This is an optimization exercise on Yosys and OpenROAD, whose aim is a short achievable clock period and few clock cycles, not a production implementation. Function was checked by simulation only, so behaviour that the tests miss may differ from the original. Power figures rest on the tool's default switching activity, not on a simulated workload.

run A:
## riscv
module riscv #(
    parameter logic[31:0] BootVector = 32'h0000_0000
)(
    input logic clk,
    input logic reset,
    output logic halted,
    input logic unhalt,
    output logic[31:0] i_addr,
    input logic[31:0] i_data,
    output logic[31:0] d_addr,
    output logic[31:0] d_wdata,
    output logic[3:0] d_wstrb,
    input logic[31:0] d_rdata
);
    localparam int TagW = 8;
    logic[31:0] pc_f;
    logic[31:0] pc_ct, pc_nx;
    logic[15:0] oh_f;
    logic hit_f, pred_f;
    logic[1:0] ctr_f;
    logic[29:0] ptgt_f;
    logic valid_d;
    logic[31:0] ir_d;
    logic[31:0] pc_d;
    logic hit_d, pred_d;
    logic[1:0] ctr_d;
    logic[29:0] ptgt_d;
    logic lui_d, auipc_d, jal_d, jalr_d, br_d, ld_d, st_d, opimm_d, op_d, ill_d;
    logic[31:0] immpc_d, immalu_d;
    logic stall_d, redir_d;
    logic frz, hold_fd;
    logic[2:0] f3;
    logic[4:0] rd, rs1, rs2;
    logic use_rs1, use_rs2, b_imm, writes;
    logic he1_d, he2_d, hm1_d, hm2_d, sd;
    logic[31:0] pc_imm_d, pc4_d;
    logic valid_e;
    logic[31:0] a_e, b_e, s_e;
    logic fa1_e, fb1_e, fs1_e;
    logic[3:0] cs_e;
    logic[4:0] rs_e;
    logic sub_e, sgn_e, breq_e, brinv_e;
    logic[8:0] rsel_e;
    logic[2:0] mf3_e;
    logic sra_e;
    logic[31:0] dres_e;
  ...
Settings: LEC_CHECK=0, ABC_CLOCK_PERIOD_IN_PS=3000, CAP_MARGIN=20, CORE_MARGIN=2, CORE_UTILIZATION=55, PLACE_DENSITY=0.62, SLEW_MARGIN=20; clock period 10.0 ns.
standard.sh (not shown) runs the stock make flow with config.mk's settings and CLKGATE_MAP_FILE= SYNTH_SCRIPT=/design/flow/synth_recipe.tcl, a recipe that flattens the netlist after the stock synthesis.
==> flow/flow/run.sh <==
#!/bin/bash
set -euo pipefail
MARGIN=${MARGIN:-6.5}
EXTRA=(SETUP_SLACK_MARGIN=$MARGIN "BUFFER_PORTS_ARGS=-buffer_cell sky130_fd_sc_hd__buf_6")
bash standard.sh synth > synth.log 2>&1
bash standard.sh floorplan "${EXTRA[@]}" > floorplan.log 2>&1
bash standard.sh place "${EXTRA[@]}" > place.log 2>&1
bash standard.sh cts "${EXTRA[@]}" > cts.log 2>&1
bash standard.sh route "${EXTRA[@]}" > route.log 2>&1
bash standard.sh finish "${EXTRA[@]}" > finish.log 2>&1
Testbench counts of run A, summed over its fixed seeds: cycles 74,559.
For run B, these inputs were changed with respect to run A:
- CORE_UTILIZATION: 55 -> 40
- PLACE_DENSITY: 0.62 -> unset
[summary]
Cells: run B has more instances than run A
From run A to run B, multi-input combinational cell count did not move at all.
The post-layout net count was comparable across run B and run A.
Lower count of buffers not belonging to the clock network in the layout goes to run B over run A.
Final core utilization in run B is 17 points below run A.

========
Setup of old:
riscv, a different RTL version from the one above (not shown whole).
Size: roughly 9,000 cells after synthesis, about 2,600 flip-flops.
Settings: LEC_CHECK=0, ABC_CLOCK_PERIOD_IN_PS=3000, CAP_MARGIN=20, CORE_MARGIN=2, CORE_UTILIZATION=55, PLACE_DENSITY=0.62, SLEW_MARGIN=20; clock period 10.0 ns.
==> flow/flow/run.sh <==
#!/bin/bash
set -euo pipefail
MARGIN=${MARGIN:-7}
EXTRA=(SETUP_SLACK_MARGIN=$MARGIN "BUFFER_PORTS_ARGS=-buffer_cell sky130_fd_sc_hd__buf_6")
bash standard.sh synth > synth.log 2>&1
bash standard.sh floorplan "${EXTRA[@]}" > floorplan.log 2>&1
bash standard.sh place "${EXTRA[@]}" > place.log 2>&1
bash standard.sh cts "${EXTRA[@]}" > cts.log 2>&1
bash standard.sh route "${EXTRA[@]}" > route.log 2>&1
bash standard.sh finish "${EXTRA[@]}" > finish.log 2>&1
Testbench counts of old, summed over its fixed seeds: cycles 74,559.
What new does differently from old at the input level:
Settings: CORE_UTILIZATION changed from 55 to 40; PLACE_DENSITY removed (was 0.62).
-- flow/flow/run.sh --
<<< old, line 1
#!/bin/bash
set -euo pipefail
MARGIN=${MARGIN:-7}
EXTRA=(SETUP_SLACK_MARGIN=$MARGIN "BUFFER_PORTS_ARGS=-buffer_cell sky130_fd_sc_hd__buf_6")
bash standard.sh synth > synth.log 2>&1
>>> new, line 1
#!/bin/bash
set -euo pipefail
MARGIN=${MARGIN:-6.5}
EXTRA=(SETUP_SLACK_MARGIN=$MARGIN "BUFFER_PORTS_ARGS=-buffer_cell sky130_fd_sc_hd__buf_6")
bash standard.sh synth > synth.log 2>&1
### Flow results
Hold violation count in the final report came out exactly the same in new and old.
new: flow completed, timing, DRC and antenna clean
Data required time of the worst path essentially unchanged between new and old.
Relative to old, final core utilization has decreased by 23 points in new.
Worst hold slack is lower on old
Against old, new comes in 0.17 ns lower on transition time of the tightest slew-check pin.
Of new and old, the higher post-route met1 wirelength belongs to old.
new vs. old: post-cts resize count down 1,065; clock power flat; signed area change from the synthesized netlist to the final layout down 9.7 points.
Compared with old, new shows a higher share of total power in the clock network.
For the power after layout, new came in 13% lower than old did.

==> re-timing with driven ports <==
The results above use ideal ports. As a check the final layouts listed here were re-extracted and re-timed, cells and wires unchanged.
Step 1 sets driving cells, clkbuf_16 on the clock port and buf_2 on the other inputs (assumed; they add their load-dependent delay and slew).
Step 2, shift: input delay + t, output delay - t, t = (earliest + latest rising clock arrival at the registers) / 2. This alone moves slack from input paths to output paths.
Slacks: ideal / step 1 / step 2; pairs: ideal / step 1.
| run | t, ns | setup slack, ns | hold WS [ns] | worst setup path after step 2 | slew at the worst register clock pin (ns) |
|---|---|---|---|---|---|
| run A | 1.019 | 6.419 / 6.383 / 5.515 | 0.327 / 0.327 / 0.327 | input to register | 0.07 / 0.07 |
| run B | 0.986 | 6.461 / 6.364 / 5.643 | 0.321 / 0.321 / 0.321 | input to register | 0.07 / 0.07 |
| old | 1.015 | 6.391 / 6.389 / 5.759 | 0.292 / 0.292 / 0.292 | input to register | 0.07 / 0.07 |
| new | 0.971 | 6.437 / 6.375 / 5.733 | 0.327 / 0.327 / 0.327 | input to register | 0.07 / 0.07 |
After both steps setup and hold are still met in every run listed. The setup slack of run A, which loses most, moves by -0.036 ns with the drivers and by -0.904 ns with both steps.
